Background: an optimization exercise with open tools, aiming at small area and a short achievable clock period. Do not read the settings as production practice. Only simulation tests tie the RTL to the original design; equivalence was not proved. Power and IR drop assume default switching activity.

==> flow/design.v <==
`timescale 1ns/1ps
 `timescale 1ns/1ps
module uart_apb(
   apb_af, 		apb_brg, 	apb_bsel, 		apb_crx,	apb_d9, 
   apb_data,	apb_en, 	apb_rxff_rd,	apb_rxt,    apb_tx_en, prdata,
       uart_if,
   paddr, pclk, penable, prst_n, psel, pwdata, pwrite, rx_busy, 
   rx_data, rx_fe, rx_ov, rx_pe, rx_rxf, tx_busy, tx_txff_rd, rx_rxne
   );
input [31:0]	paddr;			 
input			pclk;			 
input			penable;		 
input			prst_n;			 
input			psel;			 
input   [31:0]	pwdata;			 
input			pwrite;			 
input			rx_busy;		 
input   [7:0]	rx_data;		 
input			rx_fe;			 
input			rx_ov;			 
input			rx_pe;			 
input			rx_rxf;			 
input			tx_busy;		 
input			tx_txff_rd;		 
input  			rx_rxne;
  output		apb_af;			 
  output reg [7:0]		apb_brg;		 
  output		apb_bsel;		 
  output		apb_crx;		 
  output		apb_d9;			 
  output  [7:0]	apb_data;			 
  output		apb_en;			 
  output		apb_rxff_rd;		 
  output [1:0]	apb_rxt;		 
  output		apb_tx_en;		 
  output reg [31:0]		prdata;			 
    output wire uart_if;
   wire uart_fif,uart_oif,uart_pif,uart_rif,uart_tif;	  
reg [2:0]		apb_se;
reg [4:0]		apb_ie;
reg [7:0]		apb_con;
reg ie_we;
reg dt_we;
reg br_we;
reg se_we;
reg con_we;
reg [4:0]txff_wptr;
reg [4:0]txff_rptr;
reg [7:0]temp[15:0];
wire apb_busy;
wire we;
wire rd;
wire real_br_en;
wire dt_we_txfifo;
wire dt_re_txfifo;
wire apb_ctx;
wire txff_txne;
wire txff_txnf; 
wire result_comp;
assign rd = psel & penable &(~pwrite);
assign we = psel & pwrite & penable;
assign apb_ctx = con_we & pwdata[5];
assign apb_crx = con_we & pwdata[6];
assign apb_rxff_rd = rd & (paddr[4:0]==5'h0c);
assign apb_busy = tx_busy | rx_busy;
assign apb_en = apb_se[0];
assign apb_d9 = apb_se[1];
assign apb_bsel = apb_se[2];
assign apb_rxt[1:0] = apb_con[4:3];
assign apb_tx_en = apb_en & txff_txne;
assign apb_af = apb_con[0] & apb_en;
assign real_br_en=(~apb_en)&br_we;
assign result_comp = (txff_rptr[3:0]==txff_wptr[3:0]);
assign apb_data=temp[txff_rptr[3:0]];
assign dt_we_txfifo=txff_txnf & dt_we;  
assign dt_re_txfifo= txff_txne & tx_txff_rd;
assign txff_txnf=~((txff_wptr[4]^txff_rptr[4]) & result_comp);
assign txff_txne=~( ~(txff_wptr[4]^txff_rptr[4]) & result_comp);
assign uart_fif=apb_ie[4] & rx_fe;
assign uart_pif=apb_ie[3] & rx_pe;
assign uart_oif=apb_ie[2] & rx_ov;
assign uart_rif=apb_ie[1] & rx_rxf;
assign uart_tif=apb_ie[0] & txff_txne;
assign uart_if=uart_fif | uart_pif | uart_oif | uart_rif | uart_tif;
  always @(*) begin
    case(paddr[6:0])
      7'h00:begin
       con_we=we;
       se_we=1'b0;
       br_we=1'b0;
       dt_we=1'b0;
       ie_we=1'b0;
        end
      7'h04: begin
       con_we=1'b0;
       se_we=we;
       br_we=1'b0;
       dt_we=1'b0;
       ie_we=1'b0;
             end
      7'h08: begin
       con_we=1'b0;
       se_we=1'b0;
       br_we=we;
       dt_we=1'b0;
       ie_we=1'b0;
             end
      7'h0C: begin 
       con_we=1'b0;
       se_we=1'b0;
       br_we=1'b0;
       dt_we=we;
       ie_we=1'b0;
             end
      7'h10: begin
       con_we=1'b0;
       se_we=1'b0;
       br_we=1'b0;
       dt_we=1'b0;
       ie_we=we;
             end
      default:begin
       con_we=1'b0;
       se_we=1'b0;
       br_we=1'b0;
       dt_we=1'b0;
       ie_we=1'b0;
              end
    endcase
  end
  always @(posedge pclk,negedge prst_n) begin
    if(~prst_n) apb_con<=  7'd0;
    else if(con_we) 
          apb_con<=  pwdata[6:0];
    end
  always @(posedge pclk,negedge prst_n) begin
    if(~prst_n) apb_se<=  3'd0;
    else if(se_we) 
          apb_se<=   pwdata[2:0];
    end
  always @(posedge pclk,negedge prst_n) begin
    if(~prst_n) apb_brg<=   8'd0;
    else if(real_br_en) 
          apb_brg<=   pwdata[7:0];
    end
  always @(posedge pclk,negedge prst_n) begin
    if(~prst_n) apb_ie<=   5'd0;
    else if(ie_we) 
          apb_ie<=   pwdata[4:0];
    end
  always @(posedge pclk) begin
     if(dt_we_txfifo)
    temp[txff_wptr[3:0]]<=   pwdata[7:0];
  end
  always @(*) begin
    casez(paddr[7:0])
      8'h00:prdata = {25'd0,apb_con[6:0]};
      8'h04:prdata = {24'd0,apb_busy,rx_rxne,txff_txnf,2'd0,apb_se[2:0]};
      8'h08:prdata = {24'd0,apb_brg[7:0]};
      8'h0c:prdata = {24'd0,rx_data[7:0]};
      8'h10:prdata = {27'd0,apb_ie[4:0]};
      8'h14:prdata = {27'd0,rx_fe,rx_pe,rx_ov,rx_rxf,txff_txne};
         8'h18:prdata=32'b0;
      default: prdata = 32'b0;
     endcase
  end
  always @(posedge pclk, negedge prst_n) 
    begin
      if(~prst_n) txff_wptr<=   5'd0;
      else 
        begin
          casez({dt_we_txfifo,apb_ctx})
             2'bz1: txff_wptr[4:0] <=   txff_rptr[4:0];
             2'b10: txff_wptr[4:0] <=   txff_wptr[4:0]+5'd1;
          endcase
        end
    end
  always @(posedge pclk,negedge prst_n) 
    begin
      if(~prst_n) txff_rptr <=   5'b0;
      else if(dt_re_txfifo)
        txff_rptr <=   txff_rptr+5'd1;
    end
endmodule
 `timescale 1ns/1ps
module uart_baud (
	brg_tx_shift,brg_rx_shift,
	pclk,prst_n,apb_brg, apb_en,apb_bsel);
input pclk,prst_n;
input apb_en;
input apb_bsel;
input [7:0]apb_brg;
output brg_tx_shift;
output brg_rx_shift;
reg [7:0] brg_rxcounter ;
reg [7:0] brg_txcounter ;
wire clr;
wire clr_txcounter ; 
wire clr_rxcounter; 
wire [7:0]sel_num;
assign clr 				= brg_rx_shift;
assign clr_txcounter 	= ((!apb_en) | brg_tx_shift);
assign clr_rxcounter 	= ((!apb_en) | clr);
assign sel_num 			= (apb_bsel)?8'd7:8'd15;
assign brg_tx_shift 	= (brg_txcounter ==sel_num) & brg_rx_shift;
assign brg_rx_shift 	= brg_rxcounter == apb_brg;
always @(posedge pclk,negedge prst_n)  
	if(!prst_n)
	brg_rxcounter <=  0;
	else if (clr_rxcounter)
	brg_rxcounter <=  0;
	else 
	brg_rxcounter <=  brg_rxcounter +8'd1;
always @(posedge pclk,negedge prst_n)  
	if (!prst_n)
	brg_txcounter <=  0;
	else if (clr_txcounter)
	brg_txcounter <=  0;
	else if (brg_rx_shift)
	brg_txcounter <=  brg_txcounter +8'd1;
endmodule
 `timescale 1ns/1ps
module uart_transmitter(
	pclk,	prst_n,		brg_tx_shift,	apb_d9,
	apb_af,	apb_tx_en,	apb_data,		uart_cts,
	tx_txff_rd,	uart_tx,	tx_busy);
parameter IDLE = 1'd0,
          TRANSMIT =1'd1;
input pclk;
input prst_n;
input brg_tx_shift;
input apb_d9;
input apb_af;
input apb_tx_en;
input [7:0] apb_data;
input uart_cts;
output tx_txff_rd;
output  uart_tx;
output  tx_busy;
wire tx_shift_en;
wire parity;
wire tx_complete;
wire [3:0] bit_shift;
wire uart_cts_mux;
wire fsm_en;
wire fsm_shift_en;
wire [9:0]  init_value;
reg [9:0] tx_shift_reg;
reg [3:0] sb_counter;
reg cur_state;
reg next_state;
assign tx_shift_en	=	brg_tx_shift & fsm_shift_en;
assign parity		=	^ apb_data[7:0];
assign init_value	=	(apb_d9) ?  {parity,apb_data[7:0],1'b0} : {1'b1,apb_data[7:0],1'b0}; 
assign bit_shift	=	(apb_d9) ? 4'd10 : 4'd9 ;	
assign tx_complete	=	(sb_counter == bit_shift) ;
assign uart_cts_mux	=	(apb_af) ? uart_cts : 1'b0;
assign fsm_en		=	(~uart_cts_mux) & apb_tx_en & brg_tx_shift;
assign tx_txff_rd	=	tx_complete	;
assign uart_tx		=	tx_shift_reg[0];
assign tx_busy		=	cur_state;
assign fsm_shift_en	=	cur_state;
always @ (posedge pclk,negedge prst_n)
begin
	if(~prst_n)
		tx_shift_reg<=  {10{1'b1}};
	else begin
		casez({fsm_en,tx_shift_en})
		2'b10 :   tx_shift_reg<= init_value;
		2'b?1 :   tx_shift_reg<= {1'b1,tx_shift_reg[9:1]};
		2'b00 :   tx_shift_reg<= tx_shift_reg;
		endcase
	end
end
always @ (posedge pclk, negedge prst_n)
	begin
	if(~prst_n)
		sb_counter<=4'b0;
	else
	begin
		casez({tx_complete,tx_shift_en})
		2'b1?:    sb_counter<= 4'b0;
		2'b01:    sb_counter<= sb_counter+4'b1;
		2'b00:    sb_counter<= sb_counter;
		endcase
	end		
end
always @ (posedge pclk, negedge prst_n)
begin
	if(~prst_n)
		cur_state<= IDLE;
	else
		cur_state<= next_state;
end
always @(*)
begin
	casez(cur_state)
	IDLE : begin
		if(~apb_tx_en)
			next_state	= IDLE;
		else if (fsm_en)
			next_state	= TRANSMIT;
		else  
			next_state	= IDLE;
	end
	TRANSMIT: begin
		if((~apb_tx_en)|tx_complete)
			next_state	= IDLE;
		else  
			next_state	= TRANSMIT;
	end
	endcase
end
endmodule
 `timescale 1ns/1ps
module uart_receiver(
  rx_data,	rx_rts,	rx_busy,	rx_rxne,	rx_ov,	rx_pe,	rx_fe,	rx_rxf,
  pclk		,  prst_n	,  apb_bsel		,  apb_rxt		,  apb_d9,	apb_en,  
  apb_crx	,  apb_af	,  apb_rxff_rd	,  brg_rx_shift	,  uart_rx
  );
parameter	IDLE		= 2'b00;
parameter	START_BIT	= 2'b01;
parameter	RECEIVE		= 2'b10;
output	rx_rts;
output 	rx_rxne;
output 	rx_fe;
output 	rx_pe;
output 	rx_ov;
output 	rx_rxf;
output 	[7:0]rx_data;
output  rx_busy;
input	[1:0] apb_rxt;
input   pclk;
input	prst_n;
input	apb_bsel;
input	apb_d9;
input	apb_en;
input	apb_crx;
input	apb_af;
input	apb_rxff_rd;
input	brg_rx_shift;
input	uart_rx;
wire	counter_en;
wire	set_samp_counter;
wire	samp_point;
wire	rx_shift_en;
wire	set_rx_bitcnt;
wire	clr_rx_bitcnt;
wire	rx_complete;
wire	start_en;
wire	pe;
wire	fe;
wire	fbit_comp;
wire	equal;
wire	rx_threshold;
wire 	[9:0]fifo_in;
wire	[9:0] rxfifo_out;
wire 	dt_we_rxfifo;
wire	dt_re_rxfifo;
wire 	overflow_set;
wire	clr_samp_counter;
wire	fsm_start_bit;
wire	fsm_receive ;
reg [4:0]rx_wptr,rx_rptr;
reg dt_we_rxfifo1;
reg dt_we_rxfifo2;
reg dt_we_rxfifo3;
reg [9:0]rx_memory[15:0];
reg rx_ov;  
reg [1:0] cur_state,next_state;
reg [3:0]samp_counter;
reg [3:0]rx_bitcounter;
reg [9:0]rx_shift_reg;
reg uart_rx1;
reg	uart_rx_sync;
reg	uart_rx2;
assign counter_en 		= fsm_receive | fsm_start_bit;
assign set_samp_counter = counter_en & brg_rx_shift;
assign samp_point 		= ~apb_bsel ? (samp_counter == 7):(samp_counter[2:0] == 3);
assign rx_shift_en 		= samp_point & brg_rx_shift;
assign set_rx_bitcnt 	= fsm_receive & rx_shift_en;
assign clr_rx_bitcnt 	= rx_complete;
assign rx_complete 		= rx_bitcounter == (apb_d9 ? 10:9);
assign start_en 		= ~uart_rx_sync & uart_rx2;
assign dt_we_rxfifo 	= ~rx_rxf &rx_complete;
assign dt_re_rxfifo 	= rx_rxne & apb_rxff_rd;
assign rx_threshold 	= (rx_wptr - rx_rptr) >=  (apb_rxt[1] ? (apb_rxt[0] ? 16 : 8) : (apb_rxt[0] ? 4 : 2));
assign overflow_set 	= rx_rxf & dt_we_rxfifo; 
assign pe				= ^rx_shift_reg[8:0];  
assign fe 				= !rx_shift_reg[9];    
assign fifo_in 			= apb_d9 ? {rx_shift_reg[7:0] , pe , fe} :{rx_shift_reg[8:1] , 1'b0 , fe};
assign rx_rts 			= (rx_threshold & apb_af);
assign rx_busy 			= |cur_state;
assign fsm_receive 		= cur_state[1];
assign fsm_start_bit 	= cur_state[0];
assign clr_samp_counter = ~rx_busy;  
assign rxfifo_out		= rx_memory[rx_rptr[3:0]];
assign rx_pe 			= rx_rxne & rxfifo_out[1]; 
assign rx_fe 			= rx_rxne & rxfifo_out[0];
assign rx_data 			=  rxfifo_out[9:2];
assign fbit_comp 		=  (rx_wptr[4] ^ rx_rptr[4]);
assign equal 			= (rx_wptr[3:0] == rx_rptr[3:0]);
assign rx_rxf 			= fbit_comp & equal;
assign rx_rxne 			= ~(~fbit_comp & equal);
always @(posedge pclk or negedge prst_n)
begin
	if(~prst_n ) 
		cur_state <=   IDLE;
	else if(~apb_en)
		cur_state <=  IDLE;
	else
		cur_state <=   next_state;
end
always @(*)
begin
	case (cur_state)
	IDLE:
		if(start_en)	next_state = START_BIT;
		else			next_state = cur_state;
	START_BIT: 
		if (uart_rx_sync)		next_state = IDLE;
		else if(rx_shift_en)	next_state = RECEIVE;
		else					next_state = cur_state;
	RECEIVE: 
		if(rx_complete)		next_state = IDLE;
		else				next_state = cur_state;
	default:
		next_state = cur_state;
    endcase
end
always @(posedge pclk or negedge prst_n )
begin
	if (~prst_n)    
		samp_counter <=   4'b0;
	else begin
	case ({set_samp_counter,clr_samp_counter})
		2'b00: samp_counter <=   samp_counter;
		2'b01: samp_counter <=   4'b0;
		2'b10: samp_counter <=   samp_counter + 4'd1;
		2'b11: samp_counter <=   4'b0;
		default: samp_counter <=   samp_counter;
	endcase
    end
end
always @(posedge pclk or negedge prst_n )
begin
	if (~prst_n)    
		rx_bitcounter <=   1'b0;
    else 
    case({set_rx_bitcnt, clr_rx_bitcnt})
		2'b00: rx_bitcounter <=   rx_bitcounter;
		2'b01: rx_bitcounter <=   1'b0;
		2'b10: rx_bitcounter <=   rx_bitcounter + 1'b1;
		2'b11: rx_bitcounter <=   1'b0;
		default: rx_bitcounter <=   rx_bitcounter;
    endcase
end
always @(posedge pclk or negedge prst_n)
begin
	if(~prst_n) begin
	uart_rx1 <=   1'b0;
	uart_rx_sync <=   1'b0;
	uart_rx2 <=   1'b0;
	dt_we_rxfifo1<=  1'b0;
	dt_we_rxfifo2<=  1'b0;
	dt_we_rxfifo3<=  1'b0;
	end
	else begin
	uart_rx1 <=   uart_rx;
	uart_rx_sync <=   uart_rx1;
	uart_rx2 <=   uart_rx_sync;
	dt_we_rxfifo1<=  dt_we_rxfifo;
	dt_we_rxfifo2<=  dt_we_rxfifo1;
	dt_we_rxfifo3<=  dt_we_rxfifo2;
	end
end
always @(posedge pclk)
begin
    if (rx_shift_en)
		rx_shift_reg <=    {uart_rx_sync, rx_shift_reg[9:1]} ;
end
always @(posedge pclk or negedge prst_n) 
begin
	if(~prst_n) 
		rx_rptr <=   5'd0;
	else begin
        if(dt_re_rxfifo) 
			rx_rptr <=   rx_rptr + 5'd1;
        else 
			rx_rptr <=   rx_rptr;
	end
end
always @(posedge pclk or negedge prst_n) 
begin
	if(~prst_n) 
		rx_wptr <=  5'd0;
	else begin
	case ({apb_crx,dt_we_rxfifo3})
		2'b00:  rx_wptr <=   rx_wptr;
		2'b01:  rx_wptr <=   rx_wptr + 5'd1;
		2'b10:  rx_wptr <=   rx_rptr;
		2'b11:  rx_wptr <=   rx_rptr;          
	endcase
	end
end
always @(posedge pclk)
begin
	if(dt_we_rxfifo | dt_we_rxfifo1)
		rx_memory[rx_wptr[3:0]] <=  fifo_in;
end
always @(posedge pclk) 
begin
    if(~prst_n)
		rx_ov <=   1'b0; 
    else begin
	case ({overflow_set , dt_re_rxfifo})
		2'b00:  rx_ov <=   rx_ov;
		2'b01:  rx_ov <=   1'b0;
		2'b10:  rx_ov <=   1'b1;
		2'b11:  rx_ov <=   1'b0;          
	endcase
    end
end    
endmodule
 `timescale 1ns/1ps
module uart_core ( 
   uart_tx,  
       uart_if,
   rx_rts, prdata,
   uart_rx, uart_cts, pwrite, pwdata, psel, prst_n, penable, pclk,
   paddr
   );
  output [31:0]		prdata;			 
  output		rx_rts;			 
  output		uart_if;		 
  output		uart_tx;		 
  input [31:0]		paddr;			 
  input			pclk;			 
  input			penable;		 
  input			prst_n;		 
  input			psel;			 
  input [31:0]		pwdata;			 
  input			pwrite;			 
  input			uart_cts;		 
  input			uart_rx;		 
  wire			apb_af;			 
  wire [7:0]		apb_brg;		 
  wire			apb_bsel;		 
  wire			apb_crx;		 
  wire			apb_d9;			 
  wire [7:0]		apb_data;		 
  wire			apb_en;			 
  wire			apb_rxff_rd;		 
  wire [1:0]		apb_rxt;		 
  wire			apb_tx_en;		 
  wire			brg_rx_shift;		 
  wire			brg_tx_shift;		 
  wire			rx_busy;		 
  wire [7:0]		rx_data;		 
  wire			rx_fe;			 
  wire			rx_ov;			 
  wire			rx_pe;			 
  wire			rx_rxf;			 
  wire			rx_rxne;		 
  wire			tx_busy;		 
  wire			tx_txff_rd;		 
  uart_apb apb( 
	       .apb_af			(apb_af),
	       .apb_brg			(apb_brg[7:0]),
	       .apb_bsel		(apb_bsel),
	       .apb_crx			(apb_crx),
	       .apb_d9			(apb_d9),
	       .apb_data		(apb_data[7:0]),
	       .apb_en			(apb_en),
	       .apb_rxff_rd		(apb_rxff_rd),
	       .apb_rxt			(apb_rxt[1:0]),
	       .apb_tx_en		(apb_tx_en),
	       .prdata			(prdata[31:0]),
	       .uart_if			(uart_if),
	       .paddr			(paddr[31:0]),
	       .pclk			(pclk),
	       .penable			(penable),
	       .prst_n		(prst_n),
	       .psel			(psel),
	       .pwdata			(pwdata[31:0]),
	       .pwrite			(pwrite),
	       .rx_busy			(rx_busy),
	       .rx_data			(rx_data[7:0]),
	       .rx_fe			(rx_fe),
	       .rx_ov			(rx_ov),
	       .rx_pe			(rx_pe),
	       .rx_rxf			(rx_rxf),
	       .tx_busy			(tx_busy),
	       .tx_txff_rd		(tx_txff_rd),
	       .rx_rxne			(rx_rxne));
  uart_baud baud( 
		 .brg_tx_shift		(brg_tx_shift),
		 .brg_rx_shift		(brg_rx_shift),
		 .pclk			(pclk),
		 .prst_n		(prst_n),
		 .apb_en		(apb_en),
		 .apb_bsel		(apb_bsel),
		 .apb_brg		(apb_brg[7:0]));
  uart_transmitter trans( 
			 .tx_txff_rd		(tx_txff_rd),
			 .uart_tx		(uart_tx),
			 .tx_busy		(tx_busy),
			 .pclk			(pclk),
			 .prst_n		(prst_n),
			 .brg_tx_shift		(brg_tx_shift),
			 .apb_d9		(apb_d9),
			 .apb_af		(apb_af),
			 .apb_tx_en		(apb_tx_en),
			 .apb_data		(apb_data[7:0]),
			 .uart_cts		(uart_cts));
  uart_receiver receiver ( 
			  .rx_rts		(rx_rts),
			  .rx_rxne		(rx_rxne),
			  .rx_fe		(rx_fe),
			  .rx_pe		(rx_pe),
			  .rx_ov		(rx_ov),
			  .rx_rxf		(rx_rxf),
			  .rx_data		(rx_data[7:0]),
			  .rx_busy		(rx_busy),
			  .apb_rxt		(apb_rxt[1:0]),
			  .pclk			(pclk),
			  .prst_n		(prst_n),
			  .apb_bsel		(apb_bsel),
			  .apb_d9		(apb_d9),
			  .apb_en		(apb_en),
			  .apb_crx		(apb_crx),
			  .apb_af		(apb_af),
			  .apb_rxff_rd		(apb_rxff_rd),
			  .brg_rx_shift		(brg_rx_shift),
			  .uart_rx		(uart_rx));
endmodule
==> flow/run.sh <==
#!/bin/bash
# synth_recipe.tcl (not shown) runs the flow's synth.tcl, then flattens the netlist and writes it again
# the make line also repeats each setting of config.mk as NAME=value (left out here)
make -C /OpenROAD-flow-scripts/flow DESIGN_CONFIG=/design/flow/config.mk WORK_HOME=/design/flow/orfs CLKGATE_MAP_FILE= SYNTH_SCRIPT=/design/flow/synth_recipe.tcl finish
==> flow/config.mk <==
export PLATFORM = sky130hd
export DESIGN_NAME = uart_core
export DESIGN_NICKNAME = uart_core
export VERILOG_FILES = /design/flow/design.v
export SDC_FILE = /design/flow/constraint.sdc
export NUM_CORES = 4
export LEC_CHECK = 0
export CAP_MARGIN = 20
export CORE_MARGIN = 2
export CORE_UTILIZATION = 40
export SLEW_MARGIN = 20
==> flow/constraint.sdc <==
create_clock -name core_clock -period 5.0 [get_ports {pclk}]
set_input_delay 1.0000 -clock core_clock [delete_from_list [all_inputs] [get_ports {pclk}]]
set_output_delay 1.0000 -clock core_clock [all_outputs]
set_load 0.01 [all_outputs]
==> impl_metrics.tcl, run 1 <==
set metrics [dict create \
    drc 0 \
    nFillCells 3601 \
    max-vdd-ir-drop_mv 0.3025 \
    async_reset_ff_share_pct 23.14 \
    synth.area.top_cells "edfxtp_1 53%, dfrtp_1 12%, mux4_2 8.8%" \
    dr.pass1.iters 5 \
    setup_tns_ns 0 \
    worstPathRequired_ns 4.00 \
    placed_cells 1606 \
    critical_path_class "reg2out" \
    fin_cells 1684 \
    antenna_found_initial 0 \
    cp_slowest_cell "clkdlybuf4s50_1" \
    first_global_vias 8961 \
    syn_area_mm2 0.01680 \
    tightest_slew_ns 0.9950 \
    antennaDiodeCount 0 \
    status "no timing/DRC/antenna violations" \
    die_h_um 209.0 \
    skew_ns 0.03079 \
    cts_tree "built" \
    overflow 0 \
    synth_flop_cell "edfxtp_1" \
    portBuffers 33 \
    min_period_ns 4.527 \
    worstHoldPathCells 0 \
    critPathMaxFanout 5 \
    coreArea_mm2 0.04167 \
    synth-edff-count 298 \
    antenna_left 0 \
    pin_count 106 \
    viasPerCell 5.226 \
    drv_slew 0 \
    die-area_mm2 0.04366 \
    synth_seq_area_share_pct 66.85 \
    synth.avg_cell_area_um2 16.20 \
    vias 8800 \
    crit_path_cell_trace "inv_1, ha_1, inv_1, fa_1, inv_1, ha_1, nand2_1, nand2_1, a21o_1, a21oi_1, nor2b_1, o311a_1, clkdlybuf4s50_1" \
    root_buffer "clkbuf_16" \
    yosysTopAreaCell "edfxtp_1" \
    yosysMostFrequentCell "edfxtp_1" \
    htreeDepth 2 \
    power.density_mw_per_mm2 362.6 \
    wl_per_cell_um 20.90 \
    period_share_pct 90.55 \
    cp.arrival_ns 3.53 \
    fp.dieW_um 209.0 \
    gp_congestion 0.8110 \
    cts_resized 0 \
    largest_register_ffs 160 \
    crit_top_cell "inv_1" \
    clk-insertion-delay-late_ns 0.57 \
    nets 1212 \
    synthToLayoutAreaGrowth_pct 14.28 \
    ff2ff_path_depth 8 \
    rrSetupSlack_ns 1.88 \
    slowest_delay_ns 0.51 \
    synthTopCellsByCount "298 x edfxtp_1, 81 x nand2_1, 80 x dfrtp_1, 66 x mux4_2, 61 x nor2_1" \
    syn_inst 1037 \
    slew_headroom_pct 33.16 \
    path_clk_slew_ns 0.06 \
    final_hold_viol_count 0 \
    grt_start_max_net_pins 74 \
    synth.top_cell.area_share_pct 53.25 \
    start_util_pct 40.33 \
    cts_buffer_depth 3 \
    start_kind "register" \
    layout-drive-gt1-share_pct 18.60 \
    drv_cap 0 \
    hold_buffers 0 \
    rows 75 \
    cts_num_sinks 389 \
    cp-end-kind "output port" \
    fin_hold_ws_ns 0.3363 \
    hpwl_um 22500 \
    hp-class "reg2reg" \
    grt_pass1_wl_um 54010 \
    numCtsBuffers 42 \
    synth_warnings 4 \
    post_cts_buffers 0 \
    p_leak_uw 0.006797 \
    drt_iter0_markers 635 \
    place_area_mm2 0.01780 \
    final_area_mm2 0.01920 \
    rsz0062_at_grt "no" \
    wl_um 35190 \
    ys_ff_latch 389 \
    grt_usage_pct 16.30 \
    fmax_mhz 220.9 \
    ys_types 54 \
    setup_viol 0 \
    fin_util_pct 46.09 \
]
routing by layer:
layer  wire length [um]  vias up  global-route usage (%)
met3               1457       60                   2.465
met2              17170      156                   26.90
li1                   -     4066                       -
met1              15720     4518                   22.60
met4                845        0                   4.631
met5                  0        -                       0
report_power, final:
group	internal (uW)	switching, uW	leakage, uW	total, uW
sequential	3480	14.5	0.00384	3490
clock	1850	1290	0.000683	3140
combinational	155	172	0.00227	327
total	5480	1480	0.00680	6960
path summary, 6_finish.rpt:
path / from / endpoint
hold reg to reg: receiver.dt_we_rxfifo2 / receiver.dt_we_rxfifo3
min in group asynchronous: prst_n / apb.txff_wptr[1]
setup reg to reg: receiver.rx_bitcounter[0] / receiver.rx_memory[11][2]
max in group asynchronous: prst_n / apb.apb_brg[7]
setup / recovery: receiver.rx_wptr[0] / rx_rts
hold / removal: receiver.dt_we_rxfifo2 / receiver.dt_we_rxfifo3
kinds of logic after synthesis:
| logic type | after synthesis | share of synthesized area (%) |
|---|---|---|
| other | 1 | 0.02232 |
| AO/OA/AOI/OAI | 89 | 3.544 |
| AND/OR/NAND/NOR | 259 | 7.498 |
| multiplexers | 117 | 13.63 |
| buffers and inverters | 91 | 2.993 |
| adder cells (fa/ha/maj) | 30 | 2.278 |
| XOR/XNOR | 61 | 3.179 |
| flip-flops | 389 | 66.85 |
worst max-delay path: cells and delay by family (launching register included):
| kind | cells | cell delay [ns] |
|---|---|---|
| flip-flops | 1 | 0.44 |
| AND/OR/NAND/NOR | 3 | 0.18 |
| AO/OA/AOI/OAI | 3 | 0.69 |
| buffers and inverters | 4 | 0.74 |
| adder cells (fa/ha/maj) | 3 | 0.90 |
through the flow:
step                total power (uW)  setup WS (ns)
floorplan                       3788          1.136
global placement                3889         0.5625
detailed placement              3894         0.5523
CTS                             7035         0.4312
global route                    7195         0.2930
finish                          6963         0.4725
layout by cell type (no fill, tap or decap), types with 5 or more instances in the layout:
cell type and count:
clkinv_1 6, and2_1 21, clkbuf_1 11, o21ai_0 19, xor2_1 22, mux2i_1 8
mux2_2 27, mux4_1 16, conb_1 24, nand2b_1 11, dfstp_2 10, clkdlybuf4s50_1 32
xnor2_1 39, nor2b_1 11, nor3b_1 6, clkbuf_8 5, or2_2 5, ha_1 29
mux4_2 66, dfrtp_1 77, a22oi_1 31, a31oi_1 5, clkbuf_16 42, nor2_1 61
nand3_1 16, edfxtp_1 298, buf_4 39, a21oi_1 14, nor3_1 11, and3_1 5
nand4_1 16, inv_1 26, nand2_1 81
layout make-up:
type	count	area, um2	area share (%)
flip-flops and latches	389	11240	58.52
multi-input cells	580	5154	26.84
clock buffers	58	1161	6.046
well taps	539	674.4	3.512
repair buffers	72	633.1	3.297
clock inverters	20	246.5	1.284
inverters	26	97.59	0.5082
==> inputs of run 2 (changes only) <==
--- a/flow/config.mk
+++ b/flow/config.mk
@@ -8,4 +8,5 @@
 export CAP_MARGIN = 20
 export CORE_MARGIN = 2
 export CORE_UTILIZATION = 40
+export SETUP_SLACK_MARGIN = 2.5
 export SLEW_MARGIN = 20
==> impl_metrics.tcl, run 2 <==
set metrics [dict create \
    worstPathRequired_ns 4.00 \
    path_delay_family "adder cells" \
    synth_seq_area_share_pct 66.85 \
    path_clk_slew_ns 0.06 \
    drt_iter0_markers 668 \
    cp.arrival_ns 2.99 \
    wl_per_cell_um 20.89 \
    syn_inst 1037 \
    synth_warnings 4 \
    synth-edff-count 298 \
    final_area_mm2 0.02022 \
    nets 1257 \
    synth_xor_xnor_area_share_pct 3.179 \
    antenna_found_initial 0 \
    p_sw_share_pct 21.31 \
    cp_slowest_cell "dfrtp_4" \
    met1_usage_pct 21.66 \
    p_int_uw 5392 \
    slew_headroom_pct 39.26 \
    ff2ff_path_depth 10 \
    ys_ff_latch 389 \
    vias 8971 \
    synth-adder-area-share_pct 2.278 \
    fin_cells 1727 \
    worstHoldPathCells 0 \
    ys_types 54 \
    tightest_slew_ns 0.9082 \
    p_sw_uw 1460 \
    hp-class "reg2reg" \
    synthSimpleGateAreaFrac_pct 7.498 \
    status "no timing/DRC/antenna violations" \
    overflow 0 \
    grt_usage_pct 16.79 \
    cts_num_sinks 389 \
    first_global_vias 9295 \
    grt_use_met2_pct 28.71 \
    portBuffers 33 \
    syn_area_mm2 0.01680 \
    htreeDepth 2 \
    grt_pass1_wl_um 55300 \
    fmax_mhz 250.5 \
    async_reset_ff_share_pct 23.14 \
    max-vdd-ir-drop_mv 0.2775 \
    final_cell_mix "298 x edfxtp_1, 74 x dfrtp_1, 71 x mux4_2" \
    yosysMostFrequentCell "edfxtp_1" \
    setup_tns_ns 0 \
    holdPathEnd "receiver.dt_we_rxfifo3" \
    skew_ns 0.01948 \
    layout-drive-gt1-share_pct 32.32 \
    period_share_pct 79.84 \
    setup_ws_ns 1.008 \
    power.density_mw_per_mm2 339.0 \
    met3_usage_pct 3.381 \
    cts_buffer_depth 3 \
    dr.pass1.iters 5 \
    critical_path_class "reg2out" \
    pin_count 106 \
    largest_register_ffs 160 \
    slowest_delay_ns 0.52 \
    synthToLayoutAreaGrowth_pct 20.31 \
    drv_slew 0 \
    hold_path_startpoint "receiver.dt_we_rxfifo2" \
    synth.top_cell.area_share_pct 53.25 \
    synthTopCellsByCount "298 x edfxtp_1, 81 x nand2_1, 80 x dfrtp_1, 66 x mux4_2, 61 x nor2_1" \
    root_buffer "clkbuf_16" \
    viasPerCell 5.195 \
    placed_cells 1591 \
    wl_um 36090 \
    worstReg2RegStart "receiver.rx_rptr[2]" \
    pwr-share-comb_pct 6.5 \
    hpwl_um 23340 \
    min_period_ns 3.992 \
    numCtsBuffers 41 \
    yosysTopAreaCell "edfxtp_1" \
    drc 0 \
    start_kind "register" \
    synth_top_family_by_area "multiplexers" \
    setup_viol 0 \
    synth_flop_cell "edfxtp_1" \
    cp_num_buf_inv 3 \
    clock_power_share_pct 42.4 \
    coreArea_mm2 0.04167 \
    die-area_mm2 0.04366 \
    cts_tree "built" \
    die_h_um 209.0 \
    dpl_worst_slack_ns 0.3508 \
    antenna_left 0 \
    drv_cap 0 \
    crit_path_cell_trace "ha_4, inv_2, fa_2, inv_2, ha_4, nand2_2, nand2_1, a21o_1, a21oi_2, nor2b_1, o311a_1, buf_2" \
    critPathMaxFanout 4 \
    synth_compound_area_share_pct 3.544 \
    synth.area.top_cells "edfxtp_1 53%, dfrtp_1 12%, mux4_2 8.8%" \
    grt_busiest_layer "met2" \
    start_util_pct 40.33 \
    grt_start_max_net_pins 62 \
    synth.avg_cell_area_um2 16.20 \
    rrSetupSlack_ns 2.44 \
    cp-end-kind "output port" \
    synthMuxAreaShare_pct 13.63 \
    r2r-end "receiver.rx_memory[6][5]" \
    fp.dieW_um 209.0 \
    rows 75 \
    rsz0062_at_grt "yes" \
    final_common_cell "edfxtp_1" \
    final_hold_viol_count 0 \
    sequentialPowerShare_pct 51.1 \
    p_leak_uw 0.007194 \
    antennaDiodeCount 0 \
    gp_congestion 0.8028 \
    clk-insertion-delay-late_ns 0.56 \
    place_area_mm2 0.01787 \
]
run 2: cells by family (layout without fill, tap and decap cells):
family,Yosys count,count (layout)
AND/OR/NAND/NOR,259,259
other,1,24
adder cells (fa/ha/maj),30,30
flip-flops,389,389
AO/OA/AOI/OAI,89,89
multiplexers,117,117
buffers and inverters,91,219
XOR/XNOR,61,61
run 2: cell type report:
class	count	area [um2]
Fill cell	3521	21450
Sequential cell	389	11250
Multi-Input combinational cell	580	5719
Timing Repair Buffer	118	1197
Clock buffer	54	1117
Tap cell	539	674.4
Clock inverter	21	157.7
Inverter	26	105.1
run 2: worst max-delay path by stage:
stage / start / to / depth (start not counted)
after floorplan: receiver.rx_rptr[1] / rx_rts / 12
after global placement: paddr[5] / prdata[0] / 6
after detailed placement: paddr[5] / prdata[0] / 6
after CTS: receiver.rx_rptr[0] / rx_rts / 12
after global routing: receiver.rx_rptr[0] / rx_rts / 12
final: receiver.rx_rptr[0] / rx_rts / 12
run 2: metrics by stage:
step	utilization [%]	power [uW]	hold WS (ns)
final	48.52	6853	0.3472
after global routing	48.52	7091	0.3546
after CTS	47.67	6900	0.3500
after detailed placement	42.88	3908	0.3365
after global placement	42.88	3905	0.3328
after floorplan	-	3817	0.3312
run 2: power groups by stage:
stage / Clock (uW) / Sequential, uW / Combinational [uW]
2_1_floorplan: 0 / 3550 / 265
3_3_place_gp: 0 / 3580 / 328
3_5_place_dp: 0 / 3580 / 331
4_1_cts: 2990 / 3500 / 416
5_1_grt: 3110 / 3500 / 484
6_report: 2910 / 3500 / 448
run 2: layer usage:
metal,vias up,wire length (um)
met5,-,0
met4,0,881
met3,52,1641
met2,163,18050
met1,4589,15510
li1,4167,-
run 2: repair_timing:
| item | 4_1_cts | 5_1_grt |
|---|---|---|
| pin swaps | 28 | 18 |
| buffers inserted | 39 | 20 |
| gates resized for setup | 147 | 54 |
| setup endpoints to repair | 337 | 319 |
| gates cloned | 1 | 1 |
| hold buffers | 0 | 0 |

==> what the ideal ports hide <==
No port has a modelled driver above. Below, the same layouts with a new extraction and two added sets of constraints.
Step 1 assumes that a clkbuf_16 drives the clock port and a buf_2 every other input.
Step 2 adds t to the input delays and takes it off the output delays; t is the mean of the earliest and latest rising clock arrival at the registers after step 1. Input paths then give back, and output paths get back, about the clock's delay inside the block.
a / b / c = ideal ports / drivers / drivers and shift; a / b = the first two.
| run | t (ns) | setup slack, ns | cell pins on the clock port's net |
|---|---|---|---|
| run 1 | 0.607 | 0.473 / 0.419 / 0.481 | 1 |
| run 2 | 0.605 | 1.008 / 0.954 / 1.318 | 1 |
After both steps every run listed still meets setup and hold.
